This is an optimization exercise on Yosys and OpenROAD, whose aim is small area, not a production implementation. Function was checked by simulation only, so behaviour that the tests miss may differ from the original. No driver is modelled on the clock port, so clocking that relies on it looks cheaper here than on a real chip.

==> inputs of job 5645 <==
==> flow/design.v <==
`timescale 1ns / 1ps
module datapath_32(input clk,rst,
  output [31:0]imem_addr,input [31:0]imem_data,
  output [31:0]dmem_addr,output [31:0]dmem_wdata,output dmem_we,input [31:0]dmem_rdata,
  output halted,
  output retire_valid,output [31:0]retire_pc,output retire_we,output [4:0]retire_rd,output [31:0]retire_data);
localparam [4:0] S_INIT=0, S_A=1, S_B=2, S_C=3, S_MD=4, S_MDQ=5, S_COPY=6, S_SH=7, S_LD=8,
                 S_FIN=9, S_LNA=10, S_HALT=11,
                 S_PCN=16, S_PCB=17, S_PCJ=18, S_PCR=19, S_PCK=20;
reg [4:0] st;
reg [4:0] ph;
reg [4:0] it;             
reg c;                    
reg d;                    
reg e;                    
reg f;                    
reg [31:0] hi, lo, t1, t2, pc;
wire [31:0] ins = imem_data;
wire [5:0] op = ins[31:26];
wire [4:0] rs = ins[25:21];
wire [4:0] rt = ins[20:16];
wire [4:0] rd = ins[15:11];
wire [5:0] fn = ins[5:0];
wire ph0 = (ph == 5'd0);
wire ph31 = (ph == 5'd31);
wire op_r0 = (op == 6'h00);
wire op_r1 = (op == 6'h01);
wire op_r2 = (op == 6'h02);
wire rtype = op_r0 | op_r1 | op_r2;
wire immalu = ((op[5:3] == 3'b000) & (op[2:0] >= 3'd3)) | (op == 6'h2f);
wire op_lw = (op == 6'h08);
wire op_sw = (op == 6'h09);
wire op_li = (op == 6'h0a);
wire op_mov = (op == 6'h0b);
wire op_lna = (op == 6'h0c);
wire op_lui = (op == 6'h19);
wire op_br = (op[5:3] == 3'b010) & (op[2:1] != 2'b11);
wire op_j = (op == 6'h20);
wire op_jr = (op == 6'h21);
wire op_mfhi = (op == 6'h23);
wire op_mflo = (op == 6'h24);
wire op_md = (op == 6'h38);
wire op_hlt = (op == 6'h3f);
wire [5:0] ef = (op == 6'h2f) ? 6'h30 : immalu ? {3'b000, op[2:0] - 3'd2} : fn;
wire is_mul = (rtype & (fn == 6'd9)) | (op_md & (fn == 6'd1));
wire is_div = (rtype & (fn == 6'd10)) | (op_md & (fn == 6'd2));
wire is_md = op_md | is_mul | is_div;
wire is_sll = rtype & (fn == 6'd8);
wire is_srl = rtype & (fn == 6'd11);
wire is_sh = is_sll | is_srl;
wire is_slt = (rtype | immalu) & (ef == 6'h30);
wire is_sub = (ef == 6'd2) | is_slt | op_br;
wire immsrc = immalu | op_r2;                  
wire writes = rtype | immalu | op_lw | op_li | op_lui | op_lna | op_mov | op_mfhi | op_mflo;
wire [4:0] dst = (op_r0 | op_r2) ? rd : (op_r1 | immalu | op_lw) ? rt : rs;
wire [15:0] ilo = ins[15:0];
wire [9:0] ihi = ins[25:16];
wire [4:0] isa = ins[9:5];
wire m16 = ilo[ph[3:0]];
wire mhi = (ph[3:0] < 4'd10) & ihi[ph[3:0]];
wire msh = (ph < 5) & isa[ph[2:0]];
reg immb;
always @(*) begin
  if (op_r2) immb = msh;
  else if (op_li) immb = (ph < 21) & (ph[4] ? mhi : m16);
  else if (op_j) immb = (ph < 26) & (ph[4] ? mhi : m16);
  else if (op_lui) immb = ph[4] & m16;
  else immb = ~ph[4] & m16;
end
wire sA = (st == S_A), sB = (st == S_B), sMD = (st == S_MD), sCOPY = (st == S_COPY);
wire sLNA = (st == S_LNA), init = (st == S_INIT), sFIN = (st == S_FIN);
wire sPC = st[4];
wire use_rs = (sA & (op_lw | op_sw | op_jr | is_div)) | (sB & ~op_sw) | (sMD & is_mul);
wire [4:0] raddr = use_rs ? rs : rt;
wire [31:0] taps;
wire rp = taps[raddr];
wire bsrc = immsrc ? immb : rp;                
wire pc0 = pc[0];
wire mbit = ph0 ? t2[0] : f;                   
wire phi = ph31 ? e : t1[1];                   
reg ax, ay, ac0;
always @(*) begin
  ax = rp; ay = t1[0] ^ is_sub; ac0 = is_sub;    
  if (sPC | sLNA) begin
    ax = pc0; ay = (st == S_PCB) & t2[30]; ac0 = 1'b0;
  end else if (sCOPY) begin
    ax = is_div ? t1[0] : phi; ay = is_div & f & rp; ac0 = 1'b0;
  end else if (sMD & is_div) begin
    ax = ph0 ? t2[31] : d; ay = bsrc ^ ~f; ac0 = ~f;
  end else if (sMD) begin
    ax = phi; ay = mbit & rp; ac0 = 1'b0;
  end else if (sA) begin
    ax = rp & ~(immsrc | is_md); ay = immb & (immsrc | op_lw | op_sw) & ~is_md; ac0 = 1'b0;
  end
end
wire cin = (ph0 ? ac0 : c) | ((sPC | sLNA) & (ph == 5'd2));
wire sum = ax ^ ay ^ cin;
wire cout = (ax & ay) | (ax & cin) | (ay & cin);
reg res;
always @(*) begin
  if (op_sw) res = rp;
  else if (op_br) res = immb;
  else if (is_sh) res = ~f & rp;
  else case (ef)
    6'd1, 6'd2: res = sum;
    6'd3: res = rp & t1[0];
    6'd4: res = rp | t1[0];
    6'd5: res = rp ^ t1[0];
    6'd6: res = ~rp;
    default: res = 1'b0;
  endcase
end
wire neq = (~ph0 & f) | (rp ^ t1[0]);
wire ge = cout;
reg tk;
always @(*) begin
  case (op[2:0])
    3'd0: tk = ~neq;
    3'd1: tk = neq;
    3'd2: tk = ge & neq;
    3'd3: tk = ge;
    3'd4: tk = ~ge;
    default: tk = ~ge | ~neq;
  endcase
end
wire t1in = (sA | sMD) ? sum : t1[0];
reg t2in;
always @(*) begin
  t2in = t2[0];
  case (st)
    S_A: begin
      if (op_mfhi) t2in = hi[0];
      else if (op_mflo) t2in = lo[0];
      else if (op_li | op_lui | op_j | op_br) t2in = immb;
      else if (is_md) t2in = (is_mul & bsrc) | (is_div & rp);
      else t2in = rp;
    end
    S_B: t2in = res;
    S_C: t2in = ph0 & f;
    S_MD: t2in = is_div ? (ph0 ? ~f : e) : (ph31 ? t1[1] : t2[1]);
    S_MDQ: t2in = ph0 ? ~f : e;
    S_SH: t2in = is_sll ? (~ph0 & e) : (~ph31 & t2[1]);
    S_LD: t2in = ph0 ? dmem_rdata[~it] : e;
    S_LNA: t2in = sum;
    default: ;
  endcase
end
reg kbit;
always @(*) begin
  case (it[2:0])
    3'd0: kbit = (ph == 5'd0);
    3'd1: kbit = (ph == 5'd1);
    3'd2: kbit = 1'b1;
    3'd3: kbit = (ph == 5'd2);
    3'd4: kbit = (ph == 5'd0) | (ph == 5'd2);
    3'd5: kbit = (ph == 5'd1) | (ph == 5'd2);
    3'd6: kbit = (ph <= 5'd2);
    default: kbit = (ph[1:0] == 2'd1);
  endcase
end
wire khi = (ph == 5'd1) | (ph == 5'd4) | (ph == 5'd5);    
wire klo = (ph == 5'd1) | (ph == 5'd2) | (ph == 5'd4);    
wire wen = init | sFIN;
wire [4:0] waddr = init ? {2'b00, it[2:0]} : dst;
wire wbit = init ? kbit : t2[0];
genvar g;
generate
  for (g = 0; g < 32; g = g + 1) begin : R
    reg [31:0] q;
    always @(posedge clk) q <= {(wen && waddr == g) ? wbit : q[0], q[31:1]};
    assign taps[g] = q[0];
  end
endgenerate
always @(posedge clk) begin
  hi <= {init ? khi : sCOPY ? sum : hi[0], hi[31:1]};
  lo <= {init ? klo : sCOPY ? t2[0] : lo[0], lo[31:1]};
  t1 <= {t1in, t1[31:1]};
  t2 <= {t2in, t2[31:1]};
end
reg pcin;
always @(*) begin
  case (st)
    S_PCJ: pcin = (ph < 28) ? t2[30] : sum;
    S_PCR: pcin = t2[0];
    S_PCK, S_LNA: pcin = pc0;
    S_INIT: pcin = 1'b0;
    default: pcin = sum;
  endcase
end
wire pc_en = sPC | init | sLNA;
always @(posedge clk)
  if (pc_en) pc <= {pcin, pc[31:1]};
wire [4:0] it_inc = it + 5'd1;
wire it_last = (it == 5'd31);
always @(posedge clk) begin
  c <= cout;
  d <= t1[0];
  if ((sMD | sCOPY) & ~is_div) begin
    if (sMD & ph31) e <= cout;
  end else if (sA) e <= 1'b0;
  else e <= t2[0];
  if (sA) f <= is_sh & ((~ph0 & f) | (bsrc & (ph >= 5)));
  else if (sB & op_br) f <= neq;
  else if (sB & is_slt & ph31) f <= ~cout;
  else if (sMD & is_div & ph31) f <= t1[0] ^ ~f ^ cout;
  else if (sMD & is_mul & ph0) f <= t2[0];
  if (rst) begin
    st <= S_INIT;
    ph <= 5'd0;
    it <= 5'd0;
  end else begin
    ph <= ph + 5'd1;
    if (ph31) begin
      case (st)
        S_INIT: begin
          it <= it_inc;
          if (it == 5'd7) st <= S_A;
        end
        S_A: begin
          it <= 5'd0;
          if (is_md) st <= (is_mul | is_div) ? S_MD : S_COPY;
          else if (rtype | immalu | op_sw | op_br) st <= S_B;
          else if (op_lw) st <= S_LD;
          else if (op_li | op_lui | op_mov | op_mfhi | op_mflo) st <= S_FIN;
          else if (op_lna) st <= S_LNA;
          else if (op_j) st <= S_PCJ;
          else if (op_jr) st <= S_PCR;
          else if (op_hlt) st <= S_PCK;
          else st <= S_PCN;
        end
        S_B: begin
          if (is_slt) st <= S_C;
          else if (is_sh) st <= (f | (t1[5:1] == 5'd0)) ? S_FIN : S_SH;
          else if (op_sw) st <= S_PCN;
          else if (op_br) st <= tk ? S_PCB : S_PCN;
          else st <= S_FIN;
        end
        S_C: st <= S_FIN;
        S_MD: begin
          it <= it_inc;
          if (it_last) st <= is_div ? S_MDQ : op_md ? S_COPY : S_FIN;
        end
        S_MDQ: st <= op_md ? S_COPY : S_FIN;
        S_COPY: st <= S_PCN;
        S_SH: begin
          it <= it_inc;
          if (it_inc == t1[5:1]) st <= S_FIN;
        end
        S_LD: begin
          it <= it_inc;
          if (it_last) st <= S_FIN;
        end
        S_FIN: st <= S_PCN;
        S_LNA: st <= S_FIN;
        S_PCK: st <= S_HALT;
        S_HALT: st <= S_HALT;
        default: st <= S_A;    
      endcase
    end
  end
end
assign imem_addr = pc;
assign retire_pc = pc;
assign dmem_addr = t1;
assign dmem_wdata = t2;
assign retire_data = t2;
assign retire_valid = sPC & ph0;
assign dmem_we = (st == S_PCN) & ph0 & op_sw;
assign retire_we = writes;
assign retire_rd = dst;
assign halted = (st == S_HALT);
endmodule
==> flow/flow/run.sh <==
#!/bin/bash
set -euo pipefail
bash standard.sh \
  "BUFFER_PORTS_ARGS=-buffer_cell sky130_fd_sc_hd__buf_1" \
  "CTS_ARGS=-sink_clustering_enable -repair_clock_nets -dont_use_dummy_load -buf_list sky130_fd_sc_hd__clkbuf_16 -sink_clustering_size 38 -sink_clustering_max_diameter 90" \
  finish > orfs_flow.log 2>&1
==> flow/standard.sh <==
#!/bin/bash
# synth_recipe.tcl (not shown) runs the flow's synth.tcl, then flattens the netlist and writes it again
# the make line also repeats each setting of config.mk as NAME=value (left out here)
make -C /OpenROAD-flow-scripts/flow DESIGN_CONFIG=/design/flow/config.mk WORK_HOME=/design/flow/orfs CLKGATE_MAP_FILE= SYNTH_SCRIPT=/design/flow/synth_recipe.tcl "${@:-finish}"
==> flow/config.mk <==
export PLATFORM = sky130hd
export DESIGN_NAME = datapath_32
export DESIGN_NICKNAME = datapath_32
export VERILOG_FILES = /design/flow/design.v
export SDC_FILE = /design/flow/constraint.sdc
export NUM_CORES = 8
export LEC_CHECK = 0
export CAP_MARGIN = 20
export CORE_MARGIN = 2
export CORE_UTILIZATION = 40
export PLACE_DENSITY = 0.6
export SLEW_MARGIN = 20
==> flow/constraint.sdc <==
create_clock -name core_clock -period 135.0 [get_ports {clk}]
set_input_delay 27.0000 -clock core_clock [delete_from_list [all_inputs] [get_ports {clk}]]
set_output_delay 27.0000 -clock core_clock [all_outputs]
set_load 0.01 [all_outputs]
==> inputs of job 2721, as changes to job 5645 <==
==> flow/flow/run.sh (replaced) <==
#!/bin/bash
# Own layout flow:
#  1. the standard synthesis (standard.sh synth), unchanged;
#  2. the combinational logic of its netlist is mapped again by ABC with an area script
#     (flow/remap.tcl, flow/remap.abc); every flip-flop keeps its cell and instance name;
#  3. the rest of the standard ORFS flow (standard.sh finish) from that netlist, with the
#     port buffers made of the smallest buffer cell and a clock tree of clkbuf_16 clusters
#     of up to 36 sinks without dummy loads.
# Each tool's full output goes to a log file in this folder.
set -euo pipefail
ARGS=(
  "BUFFER_PORTS_ARGS=-buffer_cell sky130_fd_sc_hd__buf_1"
  "CTS_ARGS=-sink_clustering_enable -repair_clock_nets -dont_use_dummy_load -buf_list sky130_fd_sc_hd__clkbuf_16 -sink_clustering_size 36 -sink_clustering_max_diameter 100"
)
bash standard.sh "${ARGS[@]}" synth > orfs_synth.log 2>&1

PLAT=${FLOW_PLATFORM:-sky130hd}
R=orfs/results/$PLAT/datapath_32/base
PDIR=$FLOW_HOME/platforms/$PLAT
YOSYS=$FLOW_HOME/../tools/install/yosys/bin/yosys
[[ -x $YOSYS ]] || YOSYS=$(command -v yosys)
cp $R/1_2_yosys.v $R/1_2_yosys_standard.v
REMAP_LIB=$PDIR/lib/sky130_fd_sc_hd__tt_025C_1v80.lib \
REMAP_IN=$R/1_2_yosys_standard.v \
REMAP_OUT=$R/1_2_yosys_remap.v \
REMAP_TOP=${FLOW_TOP:-datapath_32} \
REMAP_SCRIPT=$PWD/flow/remap.abc \
REMAP_DONT_USE="$(sed -n '/DONT_USE_CELLS/,/^#/p' $PDIR/config.mk | grep -o 'sky130_fd_sc_hd__[a-z0-9_]*' | sort -u | tr '\n' ' ')" \
  $YOSYS -c flow/remap.tcl > remap.log 2>&1
cp $R/1_2_yosys_remap.v $R/1_2_yosys.v
rm -f $R/1_synth.odb

bash standard.sh "${ARGS[@]}" finish > orfs_flow.log 2>&1
==> flow/flow/remap.abc (new file) <==
strash
dc2
dch -f
map -a
strash
dch -f
map -a
topo
==> flow/flow/remap.tcl (new file) <==
# Re-map the combinational logic of the standard synthesis netlist for area.
# Every cell with a state element (flip-flops, latches) is kept as it is, with its instance
# name, so the registers stay those of the standard synthesis; the rest is turned back into
# gates and mapped again by ABC with an area-oriented script (no buffering or upsizing,
# which a 135 ns clock does not need).
yosys -import
set lib $::env(REMAP_LIB)
read_liberty -ignore_miss_func $lib
read_verilog $::env(REMAP_IN)
hierarchy -top $::env(REMAP_TOP)
setattr -mod -set keep_hierarchy 1 {*_df*} {*_edf*} {*_sdf*} {*_sedf*} {*_dl*}
flatten
opt_clean -purge
set dont_use {}
foreach c $::env(REMAP_DONT_USE) { lappend dont_use -dont_use $c }
abc -liberty $lib {*}$dont_use -script $::env(REMAP_SCRIPT)
opt_clean -purge
hilomap -singleton -hicell sky130_fd_sc_hd__conb_1 HI -locell sky130_fd_sc_hd__conb_1 LO
insbuf -buf sky130_fd_sc_hd__buf_4 A X
splitnets
opt_clean -purge
stat -liberty $lib
select $::env(REMAP_TOP)
write_verilog -selected -noattr -nohex -nodec $::env(REMAP_OUT)
PLACE_DENSITY = default   (was 0.6)
SETUP_SLACK_MARGIN = 3   (was default)
==> results_dict.tcl <==
set metrics [dict create \
    intPower_uw 419.1 \
    p_comb_uw 9.19 \
    via_per_inst 4.378 \
    die_h_um 273.2 \
    status "complete, no violations" \
    hpwl_um 38360 \
    hp-start "R[9].q[14]$_DFF_P_" \
    worstPathArrival_ns 29.83 \
    cts_buffers 41 \
    dp_slack_ns 78.17 \
    hold_ws_ns 0.2903 \
    syn_area_per_cell_um2 13.98 \
    synth_area_um2 28980 \
    grt_use_met2_pct 22.62 \
    drt-initial-drc-count 807 \
]
-- figures above: job 2721

==> results_dict.tcl <==
set metrics [dict create \
    status "complete, no violations" \
    die_h_um 274.4 \
    synth_area_um2 29250 \
    p_comb_uw 9.10 \
    hp-start "R[18].q[21]$_DFF_P_" \
    syn_area_per_cell_um2 15.22 \
    grt_use_met2_pct 21.34 \
    worstPathArrival_ns 29.99 \
    cts_buffers 42 \
]
-- figures above: job 5645

==> afterwards: timing with drivers on the ports <==
The results above use ideal ports. As a check the final layouts listed here were re-extracted and re-timed, cells and wires unchanged. Step 1 (the two cells are an assumption about what drives the block):
set clk [get_ports {clk}]
set_driving_cell -lib_cell sky130_fd_sc_hd__clkbuf_16 $clk
set_driving_cell -lib_cell sky130_fd_sc_hd__buf_2 [delete_from_list [all_inputs] $clk]
Step 2 adds t to the input delays and takes it off the output delays; t is the mean of the earliest and latest rising clock arrival at the registers after step 1. Input paths then give back, and output paths get back, about the clock's delay inside the block. Slacks: ideal / step 1 / step 2; pairs: ideal / step 1.
run	shift t [ns]	setup slack, ns	clock arrival spread, ns
job 5645	0.631	78.009 / 77.955 / 77.955	0.122 / 0.122
job 2721	0.621	78.166 / 78.128 / 78.128	0.081 / 0.081
After both steps every run listed still meets setup and hold. The setup slack of job 5645, which loses most, moves by -0.054 ns with the drivers and by -0.054 ns with both steps.
